From an optimization exercise on the open Yosys and OpenROAD flow, aimed at small area; shortcuts taken in it are not production practice.
Only simulation tests tie the RTL to the original design; equivalence was not proved.
Power figures rest on the tool's default switching activity, not on a simulated workload.

Design dualcore, start of the top module:
module dualcore(
    input clk,
    input reset,
    input  [24-1:0]  ins_code1_proc1,
    input  [24-1:0]  ins_code2_proc2,
    output [8-1:0]   pc_proc1_code1,
    output [8-1:0]   pc_proc2_code2,
    output [16-1:0] dataOut1,
    output [16-1:0] dataOut2
);
wire[2-1:0] rw_P1_C1,rw_P2_C2;
wire                  en_C1_P1,en_C2_P2;
wire [16-1:0] addr_P1_C1,addr_P2_C2;
wire [16-1:0] data_P1_C1,data_P2_C2;
wire [16-1:0] data_C1_P1,data_C2_P2;
wire[16-1:0]data_M_C1,data_M_C2;
wire en_M_C1,en_M_C2;
wire[2-1:0]rw_C1_M,rw_C2_M;
wire[16-1:0] addr_C1_M,addr_C2_M;
wire[16-1:0] data_C1_M,data_C2_M;
wire msg_C2_C1,msg_C1_C2;
wire allowRead_C2_C1,allowRead_C1_C2;
wire [16-1:0] allowReadAddr_C1_C2,allowReadAddr_C2_C1;
wire bcTag_C1,bcTag_C2;
wire tagLoad_C1,tagLoad_C2;
wire p2IsTag1,p1IsTag2;    
reg tagsEqual;
always @(posedge clk) begin
    if(tagLoad_C1)      tagsEqual <= p1IsTag2;
    else if(tagLoad_C2) tagsEqual <= p2IsTag1;
end
  ...
Size: ~2000 cells after synthesis, roughly 860 flip-flops, about 26000 µm² of cells after synthesis.
Settings: LEC_CHECK=0, CAP_MARGIN=0, CORE_MARGIN=2, CORE_UTILIZATION=65, SLEW_MARGIN=0; clock period 10.0 ns.
standard.sh (not shown) runs the stock make flow with config.mk's settings and CLKGATE_MAP_FILE= SYNTH_SCRIPT=/design/flow/synth_recipe.tcl, a recipe that flattens the netlist after the stock synthesis.
==> flow/flow/run.sh <==
#!/bin/bash
# Own layout flow: the standard ORFS flow (standard.sh), with these
# changes:
#  - synthesis maps logic with an area-oriented ABC script (abc_area.script
#    here, which runs ABC's &deepsyn for five minutes) instead of ORFS's
#    delay-driven one; everything else in synthesis, including flip-flop
#    mapping, is the standard synthesis script (synth_recipe.tcl), which
#    synth.tcl here sources, except that adders are left to ABC instead of
#    being mapped to the platform's adder cells (ADDER_MAP_FILE empty);
#  - the input and output port buffers are the smallest buffer cell, and the
#    larger plain buffers are not used;
#  - clock tree synthesis uses clkbuf_4 sink buffers (clkbuf_8 at the root),
#    clusters of up to 10 sinks within 30 um, and no dummy loads.
# Each tool's output is in the ORFS logs under orfs/logs; make's own output
# goes to make.log in this folder.
set -euo pipefail
WORK=$(pwd)
export OWN_ABC_SCRIPT="$WORK/flow/abc_area.script"
export FLOW_SYNTH_TCL="$WORK/synth_recipe.tcl"
# the platform's don't-use cells, plus the larger plain buffers, so that
# repair_design buffers high-fanout nets with small buffers
DONT_USE="$(awk '/^export DONT_USE_CELLS/{on=1} on{print; if ($0 !~ /\\$/) exit}' $FLOW_HOME/platforms/sky130hd/config.mk | tr -s ' \\\n' '\n' | grep '^sky130_' | tr '\n' ' ')"
DONT_USE="$DONT_USE sky130_fd_sc_hd__buf_4 sky130_fd_sc_hd__buf_6 sky130_fd_sc_hd__buf_8 sky130_fd_sc_hd__buf_12 sky130_fd_sc_hd__buf_16 sky130_fd_sc_hd__bufbuf_8 sky130_fd_sc_hd__bufbuf_16"
echo "DONT_USE_CELLS=$DONT_USE" > dont_use.txt
sed -e "s#SYNTH_SCRIPT=[^ ]*#SYNTH_SCRIPT=$WORK/flow/synth.tcl#" standard.sh > standard_own.sh
bash standard_own.sh "BUFFER_PORTS_ARGS=-buffer_cell sky130_fd_sc_hd__buf_1" \
  "ADDER_MAP_FILE=" \
  "DONT_USE_CELLS=$DONT_USE" \
  "CTS_ARGS=-sink_clustering_enable -repair_clock_nets -buf_list sky130_fd_sc_hd__clkbuf_4 -root_buf sky130_fd_sc_hd__clkbuf_8 -sink_clustering_size 10 -sink_clustering_max_diameter 30 -dont_use_dummy_load" \
  finish > make.log 2>&1
==> flow/flow/abc_area.script <==
strash
ifraig
scorr
dc2
strash
&get -n
&deepsyn -T 300
&dch -f
&nf -R 1000
&put
topo
==> flow/flow/synth.tcl <==
# The standard synthesis (synth_recipe.tcl), with ABC run on our own
# script: the -script argument that ORFS passes to abc is replaced.
proc abc {args} {
  set i [lsearch -exact $args -script]
  if { $i >= 0 } {
    lset args [expr { $i + 1 }] $::env(OWN_ABC_SCRIPT)
  }
  yosys abc {*}$args
}
source $::env(FLOW_SYNTH_TCL)
Change:
--- a/flow/flow/run.sh
+++ b/flow/flow/run.sh
@@ -10,6 +10,6 @@
 #  - the input and output port buffers are the smallest buffer cell, and the
 #    larger plain buffers are not used;
-#  - clock tree synthesis uses clkbuf_4 sink buffers (clkbuf_8 at the root),
-#    clusters of up to 10 sinks within 30 um, and no dummy loads.
+#  - clock tree synthesis uses clkbuf_8 buffers throughout,
+#    clusters of up to 18 sinks within 45 um, and no dummy loads.
 # Each tool's output is in the ORFS logs under orfs/logs; make's own output
 # goes to make.log in this folder.
@@ -21,5 +21,5 @@
 # repair_design buffers high-fanout nets with small buffers
 DONT_USE="$(awk '/^export DONT_USE_CELLS/{on=1} on{print; if ($0 !~ /\\$/) exit}' $FLOW_HOME/platforms/sky130hd/config.mk | tr -s ' \\\n' '\n' | grep '^sky130_' | tr '\n' ' ')"
-DONT_USE="$DONT_USE sky130_fd_sc_hd__buf_4 sky130_fd_sc_hd__buf_6 sky130_fd_sc_hd__buf_8 sky130_fd_sc_hd__buf_12 sky130_fd_sc_hd__buf_16 sky130_fd_sc_hd__bufbuf_8 sky130_fd_sc_hd__bufbuf_16"
+DONT_USE="$DONT_USE sky130_fd_sc_hd__buf_4 sky130_fd_sc_hd__buf_6 sky130_fd_sc_hd__buf_8 sky130_fd_sc_hd__buf_12 sky130_fd_sc_hd__buf_16 sky130_fd_sc_hd__bufbuf_8 sky130_fd_sc_hd__bufbuf_16 sky130_fd_sc_hd__clkbuf_4"
 echo "DONT_USE_CELLS=$DONT_USE" > dont_use.txt
 sed -e "s#SYNTH_SCRIPT=[^ ]*#SYNTH_SCRIPT=$WORK/flow/synth.tcl#" standard.sh > standard_own.sh
@@ -27,4 +27,4 @@
   "ADDER_MAP_FILE=" \
   "DONT_USE_CELLS=$DONT_USE" \
-  "CTS_ARGS=-sink_clustering_enable -repair_clock_nets -buf_list sky130_fd_sc_hd__clkbuf_4 -root_buf sky130_fd_sc_hd__clkbuf_8 -sink_clustering_size 10 -sink_clustering_max_diameter 30 -dont_use_dummy_load" \
+  "CTS_ARGS=-sink_clustering_enable -repair_clock_nets -buf_list sky130_fd_sc_hd__clkbuf_8 -root_buf sky130_fd_sc_hd__clkbuf_8 -sink_clustering_size 18 -sink_clustering_max_diameter 45 -dont_use_dummy_load" \
   finish > make.log 2>&1
=>
- register-to-register slack degrades by 0.02 ns
- synthesized area does not change
- combinational power barely changes
- critical path depth came out higher by 2

==> afterwards: timing with drivers on the ports <==
In the flow no input, the clock included, has a driving cell. The finished layouts below were timed again as built, in two steps.
Step 1: set_driving_cell puts a clkbuf_16 on clk and a buf_2 on each other input, an assumption about the parent block.
Step 2 adds t to the input delays and takes it off the output delays; t is the mean of the earliest and latest rising clock arrival at the registers after step 1. Input paths then give back, and output paths get back, about the clock's delay inside the block.
Slacks: no drivers / after step 1 / after step 2; pairs: no drivers / after step 1.
run | t (ns) | slack for setup (ns) | worst setup path after step 2 | worst register clock-pin slew, ns | worst slew at a driven data input, ns
the first run | 0.809 | 2.891 / 2.891 / 2.719 | input to register | 0.12 / 0.12 | 0.12
the second run | 0.667 | 2.868 / 2.868 / 2.707 | input to register | 0.11 / 0.11 | 0.13
After both steps every run listed still meets setup and hold. The setup slack of the first run, which loses most, moves by 0.000 ns with the drivers and by -0.172 ns with both steps.
